Context: an optimization exercise on an open-source flow, tuned for small area. The choices shown serve that exercise and are no tape-out recipe.
The RTL was checked by simulation tests, not by an equivalence proof against the original design.
Power and IR drop assume default switching activity.

==> design.v <==
module uart_fifo
  (
    input  logic       aclk,
    input  logic       aresetn,
    input  logic       wrvalid,
    output logic       wrready,
    input  logic [7:0] wrdata,
    output logic       rdvalid,
    input  logic       rdready,
    output logic [7:0] rddata,
    output logic       empty,
    output logic       full
  );
  localparam int DEPTH   = 16;
  localparam int PTR_WID = $clog2(DEPTH);
  logic [7:0]              mem [DEPTH-1:0];
  logic [PTR_WID-1:0]      wr_ptr, rd_ptr;
  logic [PTR_WID:0]        count;   
  wire write_fire = wrvalid && wrready;
  wire read_fire  = rdvalid && rdready;
  assign full    = (count == DEPTH);
  assign empty   = (count == 0);
  assign wrready = !full;
  assign rdvalid = !empty;
  assign rddata  = mem[rd_ptr];
  always_ff @(posedge aclk or negedge aresetn) begin
    if (!aresetn) begin
      wr_ptr <= '0;
      rd_ptr <= '0;
      count  <= '0;
    end else begin
      if (write_fire) begin
        mem[wr_ptr] <= wrdata;
        wr_ptr      <= wr_ptr + 1'b1;
      end
      if (read_fire) begin
        rd_ptr <= rd_ptr + 1'b1;
      end
      unique case ({write_fire, read_fire})
        2'b10: count <= count + 1'b1;
        2'b01: count <= count - 1'b1;
        default: ;
      endcase
    end
  end
endmodule
module uart_tx_ctrl
  (
    input  logic        aclk,
    input  logic        aresetn,
    input  logic        tx_fifo_valid,
    output logic        tx_fifo_ready,
    input  logic [7:0]  tx_fifo_data,
    output logic        tx_serial
  );
  localparam int BAUD_DIV = 434;
  typedef enum logic [1:0] {
    TX_IDLE,
    TX_START,
    TX_DATA,
    TX_STOP
  } tx_state_t;
  tx_state_t   state;
  logic [8:0]  baud_cnt;    
  logic [2:0]  bit_idx;
  logic [7:0]  shift_reg;
  always_ff @(posedge aclk or negedge aresetn) begin
    if (!aresetn) begin
      state         <= TX_IDLE;
      baud_cnt      <= '0;
      bit_idx       <= '0;
      shift_reg     <= 8'h00;
      tx_serial     <= 1'b1;    
      tx_fifo_ready <= 1'b0;
    end else begin
      tx_fifo_ready <= 1'b0;
      case (state)
        TX_IDLE: begin
          tx_serial <= 1'b1;
          baud_cnt  <= '0;
          bit_idx   <= '0;
          if (tx_fifo_valid) begin
            shift_reg     <= tx_fifo_data;
            tx_fifo_ready <= 1'b1;   
            state         <= TX_START;
          end
        end
        TX_START: begin
          tx_serial <= 1'b0;   
          if (baud_cnt == BAUD_DIV-1) begin
            baud_cnt <= '0;
            state    <= TX_DATA;
          end else begin
            baud_cnt <= baud_cnt + 1'b1;
          end
        end
        TX_DATA: begin
          tx_serial <= shift_reg[bit_idx];
          if (baud_cnt == BAUD_DIV-1) begin
            baud_cnt <= '0;
            if (bit_idx == 3'd7) begin
              state   <= TX_STOP;
            end else begin
              bit_idx <= bit_idx + 1'b1;
            end
          end else begin
            baud_cnt <= baud_cnt + 1'b1;
          end
        end
        TX_STOP: begin
          tx_serial <= 1'b1;   
          if (baud_cnt == BAUD_DIV-1) begin
            baud_cnt <= '0;
            state    <= TX_IDLE;
          end else begin
            baud_cnt <= baud_cnt + 1'b1;
          end
        end
        default: state <= TX_IDLE;
      endcase
    end
  end
endmodule
module uart_rx_ctrl
  (
    input  logic       aclk,
    input  logic       aresetn,
    input  logic       rx_serial,
    output logic [7:0] rx_fifo_data,
    output logic       rx_fifo_valid,
    input  logic       rx_fifo_ready
  );
  localparam int BAUD_DIV = 434;
  localparam int HALF_DIV = BAUD_DIV/2;    
  typedef enum logic [1:0] {
    RX_IDLE,
    RX_START,
    RX_DATA,
    RX_STOP
  } rx_state_t;
  rx_state_t  state;
  logic [8:0] baud_cnt;
  logic [2:0] bit_idx;
  logic [7:0] shift_reg;
  always_ff @(posedge aclk or negedge aresetn) begin
    if (!aresetn) begin
      state     <= RX_IDLE;
      baud_cnt  <= '0;
      bit_idx   <= '0;
      shift_reg <= 8'h00;
    end else begin
      case (state)
        RX_IDLE: begin
          baud_cnt <= '0;
          bit_idx  <= '0;
          if (rx_serial == 1'b0) begin
            state    <= RX_START;
            baud_cnt <= '0;
          end
        end
        RX_START: begin
          if (baud_cnt == HALF_DIV-1) begin
            baud_cnt <= '0;
            state    <= RX_DATA;
            bit_idx  <= 3'd0;
          end else begin
            baud_cnt <= baud_cnt + 1'b1;
          end
        end
        RX_DATA: begin
          if (baud_cnt == BAUD_DIV-1) begin
            baud_cnt               <= '0;
            shift_reg[bit_idx]     <= rx_serial;
            if (bit_idx == 3'd7) begin
              state   <= RX_STOP;
            end else begin
              bit_idx <= bit_idx + 1'b1;
            end
          end else begin
            baud_cnt <= baud_cnt + 1'b1;
          end
        end
        RX_STOP: begin
          if (baud_cnt == BAUD_DIV-1) begin
            baud_cnt <= '0;
            state    <= RX_IDLE;    
          end else begin
            baud_cnt <= baud_cnt + 1'b1;
          end
        end
        default: state <= RX_IDLE;
      endcase
    end
  end
  always_ff @(posedge aclk or negedge aresetn) begin
    if (!aresetn) begin
      rx_fifo_valid <= 1'b0;
      rx_fifo_data  <= 8'h00;
    end else begin
      if (rx_fifo_valid && rx_fifo_ready) begin
        rx_fifo_valid <= 1'b0;
      end
      if (state == RX_STOP && baud_cnt == BAUD_DIV-1) begin
        if (!rx_fifo_valid || rx_fifo_ready) begin
          rx_fifo_data  <= shift_reg;   
          rx_fifo_valid <= 1'b1;
        end
      end
    end
  end
endmodule
module uart_axi4lite_csr
  (
    input  logic        aclk,
    input  logic        aresetn,
    input  logic [31:0] awaddr,
    input  logic        awvalid,
    output logic        awready,
    input  logic [31:0] wdata,
    input  logic [3:0]  wstrb,
    input  logic        wvalid,
    output logic        wready,
    output logic [1:0]  bresp,
    output logic        bvalid,
    input  logic        bready,
    input  logic [31:0] araddr,
    input  logic        arvalid,
    output logic        arready,
    output logic [31:0] rdata,
    output logic [1:0]  rresp,
    output logic        rvalid,
    input  logic        rready,
    output logic        tx_fifo_wrvalid,
    input  logic        tx_fifo_wrready,
    output logic [7:0]  tx_fifo_wrdata,
    input  logic        tx_fifo_empty,
    input  logic        tx_fifo_full,
    input  logic        rx_fifo_rdvalid,
    output logic        rx_fifo_rdready,
    input  logic [7:0]  rx_fifo_rddata,
    input  logic        rx_fifo_empty,
    input  logic        rx_fifo_full
  );
  localparam [3:0] ADDR_CONTROL = 4'h0;  
  localparam [3:0] ADDR_STATUS  = 4'h1;  
  localparam [3:0] ADDR_TX_DATA = 4'h2;  
  localparam [3:0] ADDR_RX_DATA = 4'h3;  
  logic [31:0] control_reg;
  wire [3:0] awaddr_dec = awaddr[5:2];
  wire [3:0] araddr_dec = araddr[5:2];
  wire write_en = awvalid && wvalid;
  wire read_en  = arvalid && rready;
  always_ff @(posedge aclk or negedge aresetn) begin
    if (!aresetn) begin
      control_reg     <= 32'h0;
      tx_fifo_wrvalid <= 1'b0;
      tx_fifo_wrdata  <= 8'h00;
    end else begin
      tx_fifo_wrvalid <= 1'b0;
      if (write_en) begin
        case (awaddr_dec)
          ADDR_CONTROL: begin
            if (wstrb[0]) control_reg[7:0]   <= wdata[7:0];
            if (wstrb[1]) control_reg[15:8]  <= wdata[15:8];
            if (wstrb[2]) control_reg[23:16] <= wdata[23:16];
            if (wstrb[3]) control_reg[31:24] <= wdata[31:24];
          end
          ADDR_TX_DATA: begin
            if (!tx_fifo_full) begin
              tx_fifo_wrdata  <= wdata[7:0];
              tx_fifo_wrvalid <= 1'b1;
            end
          end
        endcase
      end
    end
  end
  assign awready = 1'b1;
  assign wready  = 1'b1;
  assign bresp   = 2'b00;
  assign bvalid  = 1'b1;
  always_ff @(posedge aclk or negedge aresetn) begin
    if (!aresetn) begin
      rx_fifo_rdready <= 1'b0;
    end else begin
      rx_fifo_rdready <= 1'b0;
      if (read_en && araddr_dec == ADDR_RX_DATA && !rx_fifo_empty) begin
        rx_fifo_rdready <= 1'b1;
      end
    end
  end
  always_comb begin
    case (araddr_dec)
      ADDR_CONTROL: rdata = control_reg;
      ADDR_STATUS: begin
        rdata      = 32'h0;
        rdata[0]   = tx_fifo_empty;
        rdata[1]   = tx_fifo_full;
        rdata[2]   = rx_fifo_empty;
        rdata[3]   = rx_fifo_full;
      end
      ADDR_RX_DATA: rdata = {24'h0, rx_fifo_rddata};
      default: rdata = 32'h0;
    endcase
  end
  assign arready = 1'b1;
  assign rvalid  = arvalid;
  assign rresp   = 2'b00;
endmodule
module uart_top
  (
    input  logic         aclk,       
    input  logic         aresetn,    
    input  logic         awvalid,
    input  logic [31:0]  awaddr,
    input  logic         wvalid,
    input  logic [3:0]   wstrb,
    input  logic [31:0]  wdata,
    input  logic         bready,
    output logic         awready,
    output logic         wready,
    output logic [1:0]   bresp,
    output logic         bvalid,
    input  logic         arvalid,
    input  logic [31:0]  araddr,
    input  logic         rready,
    output logic         arready,
    output logic [31:0]  rdata,
    output logic [1:0]   rresp,
    output logic         rvalid,
    output logic         tx_serial,
    input  logic         rx_serial
  );
  logic       tx_fifo_wrvalid;
  logic       tx_fifo_wrready;
  logic [7:0] tx_fifo_wrdata;
  logic       tx_fifo_rdvalid;
  logic       tx_fifo_rdready;
  logic [7:0] tx_fifo_rddata;
  logic       tx_fifo_empty;
  logic       tx_fifo_full;
  logic       rx_fifo_wrvalid;
  logic       rx_fifo_wrready;
  logic [7:0] rx_fifo_wrdata;
  logic       rx_fifo_rdvalid;
  logic       rx_fifo_rdready;
  logic [7:0] rx_fifo_rddata;
  logic       rx_fifo_empty;
  logic       rx_fifo_full;
  uart_axi4lite_csr u_csr (
    .aclk            (aclk),
    .aresetn         (aresetn),
    .awaddr          (awaddr),
    .awvalid         (awvalid),
    .awready         (awready),
    .wdata           (wdata),
    .wstrb           (wstrb),
    .wvalid          (wvalid),
    .wready          (wready),
    .bresp           (bresp),
    .bvalid          (bvalid),
    .bready          (bready),
    .araddr          (araddr),
    .arvalid         (arvalid),
    .arready         (arready),
    .rdata           (rdata),
    .rresp           (rresp),
    .rvalid          (rvalid),
    .rready          (rready),
    .tx_fifo_wrvalid (tx_fifo_wrvalid),
    .tx_fifo_wrready (tx_fifo_wrready),
    .tx_fifo_wrdata  (tx_fifo_wrdata),
    .tx_fifo_empty   (tx_fifo_empty),
    .tx_fifo_full    (tx_fifo_full),
    .rx_fifo_rdvalid (rx_fifo_rdvalid),
    .rx_fifo_rdready (rx_fifo_rdready),
    .rx_fifo_rddata  (rx_fifo_rddata),
    .rx_fifo_empty   (rx_fifo_empty),
    .rx_fifo_full    (rx_fifo_full)
  );
  uart_fifo u_tx_fifo (
    .aclk    (aclk),
    .aresetn (aresetn),
    .wrvalid (tx_fifo_wrvalid),
    .wrready (tx_fifo_wrready),
    .wrdata  (tx_fifo_wrdata),
    .rdvalid (tx_fifo_rdvalid),
    .rdready (tx_fifo_rdready),
    .rddata  (tx_fifo_rddata),
    .empty   (tx_fifo_empty),
    .full    (tx_fifo_full)
  );
  uart_fifo u_rx_fifo (
    .aclk    (aclk),
    .aresetn (aresetn),
    .wrvalid (rx_fifo_wrvalid),
    .wrready (rx_fifo_wrready),
    .wrdata  (rx_fifo_wrdata),
    .rdvalid (rx_fifo_rdvalid),
    .rdready (rx_fifo_rdready),
    .rddata  (rx_fifo_rddata),
    .empty   (rx_fifo_empty),
    .full    (rx_fifo_full)
  );
  uart_tx_ctrl u_tx_ctrl (
    .aclk         (aclk),
    .aresetn      (aresetn),
    .tx_fifo_valid(tx_fifo_rdvalid),
    .tx_fifo_ready(tx_fifo_rdready),
    .tx_fifo_data (tx_fifo_rddata),
    .tx_serial    (tx_serial)
  );
  uart_rx_ctrl u_rx_ctrl (
    .aclk         (aclk),
    .aresetn      (aresetn),
    .rx_serial    (rx_serial),
    .rx_fifo_data (rx_fifo_wrdata),
    .rx_fifo_valid(rx_fifo_wrvalid),
    .rx_fifo_ready(rx_fifo_wrready)
  );
endmodule
==> run.sh <==
#!/bin/bash
# synth_recipe.tcl (not shown) runs the flow's synth.tcl, then flattens the netlist and writes it again
# the make line also repeats each setting of config.mk as NAME=value (left out here)
make -C /OpenROAD-flow-scripts/flow DESIGN_CONFIG=/design/flow/config.mk WORK_HOME=/design/flow/orfs CLKGATE_MAP_FILE= SYNTH_SCRIPT=/design/flow/synth_recipe.tcl finish
==> config.mk <==
export PLATFORM = sky130hd
export DESIGN_NAME = uart_top
export DESIGN_NICKNAME = uart_top
export VERILOG_FILES = /design/flow/design.v
export SDC_FILE = /design/flow/constraint.sdc
export NUM_CORES = 4
export LEC_CHECK = 0
export CAP_MARGIN = 20
export CORE_MARGIN = 2
export CORE_UTILIZATION = 40
export PLACE_DENSITY = 0.6
export SLEW_MARGIN = 20
==> constraint.sdc <==
create_clock -name core_clock -period 20.0 [get_ports {aclk}]
set_input_delay 4.0000 -clock core_clock [delete_from_list [all_inputs] [get_ports {aclk}]]
set_output_delay 4.0000 -clock core_clock [all_outputs]
set_load 0.01 [all_outputs]
==> impl_metrics.toml <==
[power]
p_comb_share_pct = 14.9
power.total_mw = 1.95
p_seq_share_pct = 48.1
switchingPower_uw = 523
switching_share_pct = 26.8
cellLeakagePower_nw = 7.16
clockPowerShare_pct = 37.0
pwr_density_cell_nw_per_um2 = 103
power.internal_mw = 1.43
vdd.ir_drop.worst_v = 0.0000553

[clock_network]
htreeDepth = 2
clkTransAtPathRegs_ps = 60
clock_path_buffers = 3
cts_tree = "yes"
cts_hold_buf = 0
clock_latency_ps = 540
cts_sinks = 379
post_cts_buffers = 0
cts_resized = 0
cts_made_buffers = 41
cts-root-buf = "clkbuf_16"

[finish]
fillerInstances = 3596
nets = 1423
diodes = 0
area_growth_pct = 15.6
fin_area_um2 = 19000
drive_gt1_share_pct = 13.5

[synth]
synth-edff-count = 256
synthXorXnorAreaFrac_pct = 1.97
synthSimpleGateAreaFrac_pct = 9.39
synth_compound_area_share_pct = 9.98
syn_area_um2 = 16400
yosysSeqAreaShare_pct = 65.5
synth-async-reset-ratio_pct = 32.5
synthAdderAreaFrac_pct = 3.74
ys_types = 80
synth.yosys.warnings = 5
synthCells = 1185
ys.flop_type = "edfxtp_1"
postSynthAreaPerCell_um2 = 13.9
synth_top_family_by_area = "compound AO/OA/AOI/OAI gates"
ys_seq_elements = 379
synth_mux_area_share_pct = 5.87

[timing]
setup_viol = 0
rsz0062_at_grt = "no"
final.setup.tns_ps = 0
finalHoldViolations = 0
skew_ps = 10.9
worst_pin_slew_ps = 1170
relSlewSlack_pct = 20.0
finalCritPeriodShare_pct = 51.5
max_freq_mhz = 97.0
slew_viol_final = 0
min_period_ps = 10310
setup_slack_ps = 9690

[critical_path]
cp-start-kind = "input pin"
required_ps = 16000
cp_max_fo = 10
crit_type = "input pin to output port"
reg2regPathDepth = 10
end_kind = "output port"
arrival_ps = 6310

[floorplan]
die_w_um = 207
io_pins = 150
core_um2 = 40700
dieHeight_um = 207
die-area_um2 = 42700
start_util_pct = 40.4
row_count = 74

[grt]
overflow = 0
grt_pass1_wl_um = 58100
grt_max_degree = 63
grt_pass1_vias = 9844
antenna_found_initial = 0
track_usage_pct = 17.9

[min_path]
hold_path_depth = 1
hp-class = "flip-flop to flip-flop"

[detailed_routing]
drt-vias-per-instance = 5.49
drt-initial-drc-count = 831
drt_pre_antenna_iters = 5
wl_met2_um = 18800
drt-total-wl_um = 38300
met1_length_um = 16700
dr_wl_met3_um = 2030
antenna_left = 0
drc = 0
route.top_layer_used = "met4"
via_count = 10100
drt-wirelength-per-cell_um = 20.9

[placement]
place_area_um2 = 17700
portBuffers = 84
place_ws_ps = 9690
hpwlAfterDp_um = 24000
routabilityCongestion = 0.789

[run_status]
status = "finished clean"

[run]
maxCapViolCount = 0
## cells in the final DEF (no fill, tap or decap), drive strengths merged, types with 14 or more instances in the layout
cell | netlist | final
a21oi | 28 | 28
a221oi | 19 | 19
a22oi | 35 | 35
a31oi | 15 | 15
and2 | 32 | 32
buf | 40 | 24
clkbuf | 34 | 60
clkdlybuf4s50 | 0 | 83
dfrtp | 122 | 122
edfxtp | 256 | 256
ha | 46 | 46
inv | 35 | 37
mux2 | 64 | 64
mux2i | 20 | 20
nand2 | 63 | 63
nand3 | 37 | 37
nor2 | 62 | 62
nor3 | 22 | 22
o21ai | 54 | 54
o22ai | 14 | 14
xnor2 | 24 | 24
## synthesized netlist by cell type (17+ instances only)
cell type / instances / area [um2]
a21oi_1: 28 / 140
inv_1: 34 / 128
edfxtp_1: 256 / 7690
and2_1: 32 / 200
dfrtp_1: 122 / 3050
a221oi_1: 19 / 166
nor3_1: 21 / 105
mux2i_1: 20 / 200
nand3_1: 37 / 185
clkbuf_1: 27 / 101
nor2_1: 62 / 233
a22oi_1: 35 / 263
ha_1: 46 / 576
o21ai_0: 51 / 255
xnor2_1: 24 / 210
buf_2: 17 / 85.1
nand2_1: 63 / 236
mux2_2: 64 / 721
## power groups by stage
stage | Sequential [mW] | Clock, mW | Combinational (mW)
after floorplan | 0.938 | 0 | 0.223
after global placement | 0.952 | 0 | 0.287
after detailed placement | 0.955 | 0 | 0.293
after CTS | 0.939 | 0.736 | 0.294
after global routing | 0.947 | 0.768 | 0.323
final | 0.940 | 0.723 | 0.291
## final cells by class
type / instances / area (um2) / area share (%)
sequential: 379 / 10800 / 56.6
inverter: 35 / 131 / 0.691
timing repair buffer: 107 / 1020 / 5.38
tap: 532 / 666 / 3.50
clock buffer: 60 / 1170 / 6.16
clock inverter: 14 / 105 / 0.553
multi-input combinational: 703 / 5140 / 27.1
## worst paths after layout
| path | from | end | slack [ps] |
|---|---|---|---|
| setup / recovery | araddr[2] | rdata[4] | 9690 |
| hold / removal | u_tx_ctrl.shift_reg[4] | u_tx_ctrl.shift_reg[4] | 480 |
| setup reg to reg | u_rx_fifo.count[1] | u_rx_fifo.count[4] | 16560 |
| hold reg to reg | u_tx_ctrl.shift_reg[4] | u_tx_ctrl.shift_reg[4] | 480 |
| max in group asynchronous | aresetn | u_rx_fifo.rd_ptr[1] | 15180 |
| min in group asynchronous | aresetn | u_csr.control_reg[19] | 3420 |
## cell families (layout without fill, tap and decap cells)
family	after synthesis	count (layout)
AOI/OAI and AO/OA	232	232
DFF	379	379
muxes	86	86
xor gates and xnor gates	37	37
other	2	8
buffers and inverters	109	216
and+or+nand+nor	292	292
adders and majority gates	48	48
## per-stage QoR
step	utilization, %	hold slack, ps	cells
6_report	46.7	479	1830
5_1_grt	46.7	496	1830
4_1_cts	46.6	482	1828
3_5_place_dp	43.5	468	1754
3_3_place_gp	43.5	465	1754
2_1_floorplan	-	445	1191
## layer usage
| metal | GRT usage, % | up-vias |
|---|---|---|
| li1 | - | 4627 |
| met1 | 24.5 | 5079 |
| met2 | 29.2 | 281 |
| met3 | 3.12 | 68 |
| met4 | 5.55 | 0 |
| met5 | 0 | - |
## critical path: stages
cell and delay, ps:
clkdlybuf4s50_1 730, nand2_1 90, nor3_1 150, buf_4 230, o21ai_0 100, a31oi_1 230, a21o_1 210, clkdlybuf4s50_1 560

-- static timing again, ports no longer ideal --
In the flow no input, the clock included, has a driving cell. The finished layout below was timed again as built, in two steps. Step 1: set_driving_cell puts a clkbuf_16 on aclk and a buf_2 on each other input, an assumption about the parent block. Step 2 times the ports against the registers' clock, not the clock port: input delays grow and output delays shrink by t, the midpoint of the rising clock arrivals with the driver on. a / b / c = ideal / step 1 / step 2; a / b = the first two.
shift t [ns]: 0.591
setup WS [ns]: 9.695 / 9.650 / 9.650
latest minus earliest clock arrival (ns): 0.014 / 0.014
worst slew at a driven data input, ns: 0.06
After both steps this run still meets setup and hold. For this run, drivers alone change the setup slack by -0.045 ns; drivers and shift together by -0.045 ns.
